This is an optimization exercise on Yosys and OpenROAD, whose aim is a short achievable clock period, not a production implementation.
Only simulation tests tie the RTL to the original design; equivalence was not proved.
The flow treats the clock pin as an ideal source. Dropping or thinning the clock tree relies on that and would not hold on a real chip.
Power figures rest on the tool's default switching activity, not on a simulated workload.

## alu
module alu(OPA, OPB, CIN, INP_VALID, CLK, RST, CMD, CE, MODE, COUT, OFLOW, RES, G, E, L, ERR);
clock: 8.0 ns
lec_check: 0
cap_margin: 20
core_margin: 2
core_utilization: 40
slew_margin: 20
standard.sh (not shown) runs the stock make flow with config.mk's settings and CLKGATE_MAP_FILE= SYNTH_SCRIPT=/design/flow/synth_recipe.tcl, a recipe that flattens the netlist after the stock synthesis.
==> flow/flow/run.sh <==
#!/bin/bash
# Standard ORFS flow (the standard.sh) with:
#  - the standard flow's synthesis script wrapped so that ABC uses flow/abc_speed.script, and no
#    full-adder cell extraction;
#  - input port buffers resized and a hand-built two-level clock tree
#    (flow/pre_cts.tcl, flow/manual_cts.tcl) in place of TritonCTS;
#  - repair_timing aiming well below the 8 ns constraint.
W=$(pwd)
export MY_FLOW_DIR=$W/flow
export MY_ABC_SCRIPT=$W/flow/abc_speed.script
export FLOW_SYNTH_TCL=$W/synth_recipe.tcl
export MCTS_NROOT=4
export MCTS_NLEAF=2
bash standard.sh SYNTH_SCRIPT=$W/flow/my_synth.tcl ADDER_MAP_FILE= ABC_CLOCK_PERIOD_IN_PS=1000 \
  PRE_CTS_TCL=$W/flow/pre_cts.tcl POST_CTS_TCL=$W/flow/post_cts.tcl SETUP_SLACK_MARGIN=5.65 finish > flow_make.log 2>&1
==> flow/flow/abc_speed.script <==
strash
&get -n
&st
&if -g -K 6
&syn2
&if -g -K 6
&put
dch
map {D}
buffer
upsize {D}
dnsize {D}
stime -p
Other scripts of this flow, unchanged in this note and not shown: flow/flow/manual_cts.tcl, flow/flow/my_synth.tcl, flow/flow/post_cts.tcl, flow/flow/pre_cts.tcl
Then changed:
--- a/flow/flow/run.sh
+++ b/flow/flow/run.sh
@@ -13,3 +13,3 @@
 export MCTS_NLEAF=2
 bash standard.sh SYNTH_SCRIPT=$W/flow/my_synth.tcl ADDER_MAP_FILE= ABC_CLOCK_PERIOD_IN_PS=1000 \
-  PRE_CTS_TCL=$W/flow/pre_cts.tcl POST_CTS_TCL=$W/flow/post_cts.tcl SETUP_SLACK_MARGIN=5.65 finish > flow_make.log 2>&1
+  PRE_CTS_TCL=$W/flow/pre_cts.tcl POST_CTS_TCL=$W/flow/post_cts.tcl SETUP_SLACK_MARGIN=5.75 finish > flow_make.log 2>&1
After rerunning:
- The changed run ran to the end with no violations
- global-route usage climbs by 2.7 points
- synthesized area stays the same
- final area climbs by 12%
- worst setup slack got worse by 0.0042 ns
Then changed:
--- a/flow/flow/run.sh
+++ b/flow/flow/run.sh
@@ -13,3 +13,3 @@
 export MCTS_NLEAF=2
 bash standard.sh SYNTH_SCRIPT=$W/flow/my_synth.tcl ADDER_MAP_FILE= ABC_CLOCK_PERIOD_IN_PS=1000 \
-  PRE_CTS_TCL=$W/flow/pre_cts.tcl POST_CTS_TCL=$W/flow/post_cts.tcl SETUP_SLACK_MARGIN=5.75 finish > flow_make.log 2>&1
+  PRE_CTS_TCL=$W/flow/pre_cts.tcl POST_CTS_TCL=$W/flow/post_cts.tcl SETUP_SLACK_MARGIN=5.7 finish > flow_make.log 2>&1
=> Global-route usage falls by 2.0 points. Worst hold slack gets better by 0.013 ns. Wire length falls by 7.6%. Area after synthesis stays the same. Worst setup slack gets worse by 0.077 ns. Power falls by 3.9%. Die area is unchanged. Sequential share of layout area rises by 0.89 points. Via count falls by 3.8%. Cell area falls by 4.9%. Sequential power hardly moves.
Then changed:
--- a/flow/flow/run.sh
+++ b/flow/flow/run.sh
@@ -5,4 +5,6 @@
 #  - input port buffers resized and a hand-built two-level clock tree
 #    (flow/pre_cts.tcl, flow/manual_cts.tcl) in place of TritonCTS;
+#  - after CTS, drive-0 and low-power cells sized up and one more timing repair
+#    (flow/post_cts.tcl);
 #  - repair_timing aiming well below the 8 ns constraint.
 W=$(pwd)
@@ -13,3 +15,3 @@
 export MCTS_NLEAF=2
 bash standard.sh SYNTH_SCRIPT=$W/flow/my_synth.tcl ADDER_MAP_FILE= ABC_CLOCK_PERIOD_IN_PS=1000 \
-  PRE_CTS_TCL=$W/flow/pre_cts.tcl POST_CTS_TCL=$W/flow/post_cts.tcl SETUP_SLACK_MARGIN=5.7 finish > flow_make.log 2>&1
+  PRE_CTS_TCL=$W/flow/pre_cts.tcl POST_CTS_TCL=$W/flow/post_cts.tcl SETUP_SLACK_MARGIN=5.65 finish > flow_make.log 2>&1
Effect: Combinational power is lower by about 7%; routed wire length decreases by 1.5%; total power came out lower by 3.0%; sequential cell count stays the same; die area is unchanged.
Then changed:
--- a/flow/flow/run.sh
+++ b/flow/flow/run.sh
@@ -5,6 +5,4 @@
 #  - input port buffers resized and a hand-built two-level clock tree
 #    (flow/pre_cts.tcl, flow/manual_cts.tcl) in place of TritonCTS;
-#  - after CTS, drive-0 and low-power cells sized up and one more timing repair
-#    (flow/post_cts.tcl);
 #  - repair_timing aiming well below the 8 ns constraint.
 W=$(pwd)
@@ -15,3 +13,3 @@
 export MCTS_NLEAF=2
 bash standard.sh SYNTH_SCRIPT=$W/flow/my_synth.tcl ADDER_MAP_FILE= ABC_CLOCK_PERIOD_IN_PS=1000 \
-  PRE_CTS_TCL=$W/flow/pre_cts.tcl POST_CTS_TCL=$W/flow/post_cts.tcl SETUP_SLACK_MARGIN=5.65 finish > flow_make.log 2>&1
+  PRE_CTS_TCL=$W/flow/pre_cts.tcl POST_CTS_TCL=$W/flow/post_cts.tcl SETUP_SLACK_MARGIN=5.7 finish > flow_make.log 2>&1
==> flow/flow/abc_speed.script (replaced) <==
strash
&get -n
&st
&if -g -K 6
&syn2
&if -g -K 6
&put
dch -f
map {D}
buffer
upsize {D}
dnsize {D}
stime -p
Now the flow stopped in synthesis.
The clock cells of the first, second, third and fourth runs of this note come from the design's own scripts or RTL, not from TritonCTS.


== oak ==
Another version of the RTL of alu (not shown whole).
Size in the first run: about 1900 cells after synthesis, about 180 flip-flops, ~49 I/O pins.
## alu
module alu(OPA, OPB, CIN, INP_VALID, CLK, RST, CMD, CE, MODE, COUT, OFLOW, RES, G, E, L, ERR);
Settings: LEC_CHECK=0, CAP_MARGIN=20, CORE_MARGIN=2, CORE_UTILIZATION=40, SLEW_MARGIN=20; clock period 8.0 ns.
==> flow/flow/run.sh <==
#!/bin/bash
# Standard ORFS flow (the standard.sh) with:
#  - the standard flow's synthesis script wrapped so that ABC uses flow/abc_speed.script, and no
#    full-adder cell extraction;
#  - input port buffers resized and a hand-built two-level clock tree
#    (flow/pre_cts.tcl, flow/manual_cts.tcl) in place of TritonCTS;
#  - repair_timing aiming well below the 8 ns constraint.
W=$(pwd)
export MY_FLOW_DIR=$W/flow
export MY_ABC_SCRIPT=$W/flow/abc_speed.script
export FLOW_SYNTH_TCL=$W/synth_recipe.tcl
export MCTS_NROOT=4
export MCTS_NLEAF=2
bash standard.sh SYNTH_SCRIPT=$W/flow/my_synth.tcl ADDER_MAP_FILE= ABC_CLOCK_PERIOD_IN_PS=1000 \
  PRE_CTS_TCL=$W/flow/pre_cts.tcl SETUP_SLACK_MARGIN=5.7 TNS_END_PERCENT=20 finish > flow_make.log 2>&1
==> flow/flow/abc_speed.script <==
strash
&get -n
&st
&if -g -K 6
&syn2
&if -g -K 6
&put
dch -f
map {D}
buffer
upsize {D}
dnsize {D}
stime -p
Other scripts of this flow, unchanged in this note and not shown: flow/flow/manual_cts.tcl, flow/flow/my_synth.tcl, flow/flow/pre_cts.tcl
Every stage of the flow completed for oak, and the final layout passed the timing, design-rule and antenna checks.
Modified inputs, pine compared to oak
-- flow/flow/run.sh --
<<< oak, line 14
bash standard.sh SYNTH_SCRIPT=$W/flow/my_synth.tcl ADDER_MAP_FILE= ABC_CLOCK_PERIOD_IN_PS=1000 \
  PRE_CTS_TCL=$W/flow/pre_cts.tcl SETUP_SLACK_MARGIN=5.7 TNS_END_PERCENT=20 finish > flow_make.log 2>&1
>>> pine, line 14
bash standard.sh SYNTH_SCRIPT=$W/flow/my_synth.tcl ADDER_MAP_FILE= ABC_CLOCK_PERIOD_IN_PS=1000 \
  PRE_CTS_TCL=$W/flow/pre_cts.tcl POST_CTS_TCL=$W/flow/post_cts.tcl SETUP_SLACK_MARGIN=5.8 finish > flow_make.log 2>&1
==> flow/flow/post_cts.tcl (new file) <==
# End of ORFS's CTS step: size up the weakest logic cells (drive 0, low-power inverters)
# left by repair_timing, run one more round of timing repair, and legalize again.
foreach inst [get_cells *] {
  set m [get_property $inst ref_name]
  if {[regexp {^sky130_fd_sc_hd__([a-z0-9]+)_0$} $m -> base]} {
    catch { replace_cell $inst sky130_fd_sc_hd__${base}_1 }
  } elseif {[regexp {^sky130_fd_sc_hd__clkinvlp_([0-9]+)$} $m -> n]} {
    catch { replace_cell $inst sky130_fd_sc_hd__inv_$n }
  }
}
estimate_parasitics -placement
repair_timing_helper
detailed_placement
check_placement -verbose
Compared to oak, pine has number of antenna violations at the first check in global routing 2 lower. Total number of cells along the worst setup path: lower on oak. Global routing usage on met1 sits higher in pine than in oak. oak vs pine, slowest library cell on the worst path: a21oi_2 vs nor2_4. Changes observed in pine relative to oak: final area has increased; worst path setup slack after routing has decreased. pine ends up with lower maximum achievable frequency than oak does. The post-detailed-placement cell area reported for pine is greater than that of oak by about 1.2%.
Here is what was changed in the inputs of birch compared with pine.
-- flow/flow/run.sh --
<<< pine, line 14
bash standard.sh SYNTH_SCRIPT=$W/flow/my_synth.tcl ADDER_MAP_FILE= ABC_CLOCK_PERIOD_IN_PS=1000 \
  PRE_CTS_TCL=$W/flow/pre_cts.tcl POST_CTS_TCL=$W/flow/post_cts.tcl SETUP_SLACK_MARGIN=5.8 finish > flow_make.log 2>&1
>>> birch, line 14
bash standard.sh SYNTH_SCRIPT=$W/flow/my_synth.tcl ADDER_MAP_FILE= ABC_CLOCK_PERIOD_IN_PS=1000 \
  PRE_CTS_TCL=$W/flow/pre_cts.tcl POST_CTS_TCL=$W/flow/post_cts.tcl SETUP_SLACK_MARGIN=5.7 finish > flow_make.log 2>&1
-- flow/flow/abc_speed.script --
<<< pine, line 3
&st
&if -g -K 6
>>> birch, line 3
&st
&if -g -K 6
&syn2
&if -g -K 6
## What came out
Maximum frequency is higher on birch. The first-iteration detailed-routing DRC count of birch is lower than that of pine. Against pine, birch reports a via count of the routed design that is lower. Going from pine to birch, height of the die fell by 0.56 um; cell area after layout fell by about 4.6%; number of violations of the max-capacitance limit stayed essentially flat; critical path required time rose by 0.02 ns; final net count fell by 51. Logic gate share of total power ended up 0.8 points lower on birch than on pine. In birch relative to pine, die footprint had gone down slightly.
What maple does differently from birch at the input level:
-- flow/flow/run.sh --
<<< birch, line 14
bash standard.sh SYNTH_SCRIPT=$W/flow/my_synth.tcl ADDER_MAP_FILE= ABC_CLOCK_PERIOD_IN_PS=1000 \
  PRE_CTS_TCL=$W/flow/pre_cts.tcl POST_CTS_TCL=$W/flow/post_cts.tcl SETUP_SLACK_MARGIN=5.7 finish > flow_make.log 2>&1
>>> maple, line 14
bash standard.sh SYNTH_SCRIPT=$W/flow/my_synth.tcl ADDER_MAP_FILE= ABC_CLOCK_PERIOD_IN_PS=1000 \
  PRE_CTS_TCL=$W/flow/pre_cts.tcl SETUP_SLACK_MARGIN=5.7 finish > flow_make.log 2>&1
-- flow/flow/abc_speed.script --
<<< birch, line 3
&st
&if -g -K 6
&syn2
&if -g -K 6
>>> maple, line 3
&st
&if -g -K 6
removed: flow/flow/post_cts.tcl
==> comparison <==
Diff birch -> maple | met2 track utilization from global routing | decrease of 5.6 points
Max share of the cycle needed by the critical path after routing across maple and birch: maple
Between maple and birch, it is maple whose final cell area excluding filler cells is lower, by 600 sq um.
Between maple and birch, the clock-pin transition on the worst setup and hold timing paths does not differ in any meaningful way.
Combinational group share of total power, maple and birch: smaller value in maple
Worst setup path endpoint: ror_q[3]$_DFF_P_ -> maple, row1s0_q$_DFF_P_ -> birch
maple vs birch, overall via count from detail_route went up by 69.
The multi-input gate count was comparable across maple and birch.
Per the comparison of maple with birch, fmax shrank by about 7%, worst setup slack shrank by 0.18 ns.
For cedar, these inputs were changed with respect to maple:
-- flow/flow/run.sh --
<<< maple, line 14
bash standard.sh SYNTH_SCRIPT=$W/flow/my_synth.tcl ADDER_MAP_FILE= ABC_CLOCK_PERIOD_IN_PS=1000 \
  PRE_CTS_TCL=$W/flow/pre_cts.tcl SETUP_SLACK_MARGIN=5.7 finish > flow_make.log 2>&1
>>> cedar, line 14
bash standard.sh SYNTH_SCRIPT=$W/flow/my_synth.tcl ADDER_MAP_FILE= ABC_CLOCK_PERIOD_IN_PS=1000 \
  PRE_CTS_TCL=$W/flow/pre_cts.tcl POST_CTS_TCL=$W/flow/post_cts.tcl SETUP_SLACK_MARGIN=5.7 finish > flow_make.log 2>&1
==> flow/flow/post_cts.tcl (new file) <==
# End of ORFS's CTS step: size up the weakest logic cells (drive 0, low-power inverters)
# left by repair_timing, run one more round of timing repair, and legalize again.
foreach inst [get_cells *] {
  set m [get_property $inst ref_name]
  if {[regexp {^sky130_fd_sc_hd__([a-z0-9]+)_0$} $m -> base]} {
    catch { replace_cell $inst sky130_fd_sc_hd__${base}_1 }
  } elseif {[regexp {^sky130_fd_sc_hd__clkinvlp_([0-9]+)$} $m -> n]} {
    catch { replace_cell $inst sky130_fd_sc_hd__inv_$n }
  }
}
estimate_parasitics -placement
repair_timing_helper
detailed_placement
check_placement -verbose
### Flow results
- Relative to maple, the finished layout cell area of cedar is higher by 2.7%.
- NOTE: power of the combinational group in cedar exceeds that of maple
- OPB[1] as the startpoint of the worst setup timing path was reported by maple, and RES[14]$_DFF_PP0_ by cedar.
- Vias: cedar more than maple
- [compare] base=maple new=cedar: highest fanout seen on the critical path moved down, total power rose 1.8%, count of non-filler cells in the finished layout increased 0.61%.
In every run of this note, the design's own scripts or RTL, not TritonCTS, make the clock network.

what the ideal ports hide:
The results above use ideal ports. As a check the final layouts listed here were re-extracted and re-timed, cells and wires unchanged. Step 1 sets driving cells, clkbuf_16 on the clock port and buf_2 on the other inputs (assumed; they add their load-dependent delay and slew). Step 2 times the ports against the registers' clock, not the clock port: input delays grow and output delays shrink by t, the midpoint of the rising clock arrivals with the driver on. Three values: no drivers, after step 1, after step 2; two values: the first two.
run	t (ns)	slack for setup (ns)	hold WS [ns]	slew at the worst register clock pin (ns)	worst data-port slew with drivers (ns)
the first run of note 1	0.392	5.593 / 5.490 / 5.386	0.501 / 0.501 / 0.501	0.10 / 0.10	0.12
the second run of note 1	0.396	5.589 / 5.494 / 5.369	0.336 / 0.336 / 0.336	0.11 / 0.11	0.10
the third run of note 1	0.390	5.512 / 5.480 / 5.364	0.349 / 0.349 / 0.349	0.11 / 0.11	0.07
the fourth run of note 1	0.392	5.593 / 5.490 / 5.386	0.501 / 0.501 / 0.501	0.10 / 0.10	0.12
oak	0.400	5.522 / 5.461 / 5.136	0.493 / 0.493 / 0.493	0.12 / 0.12	0.09
pine	0.394	5.452 / 5.474 / 5.103	0.334 / 0.334 / 0.334	0.12 / 0.12	0.18
birch	0.395	5.497 / 5.484 / 5.154	0.355 / 0.355 / 0.355	0.11 / 0.11	0.09
maple	0.392	5.316 / 5.360 / 4.968	0.345 / 0.345 / 0.345	0.11 / 0.11	0.15
cedar	0.410	5.557 / 5.448 / 5.180	0.348 / 0.348 / 0.348	0.12 / 0.12	0.14
After both steps setup and hold are still met in every run listed. For oak, which loses most, drivers alone change the setup slack by -0.061 ns; drivers and shift together by -0.386 ns.
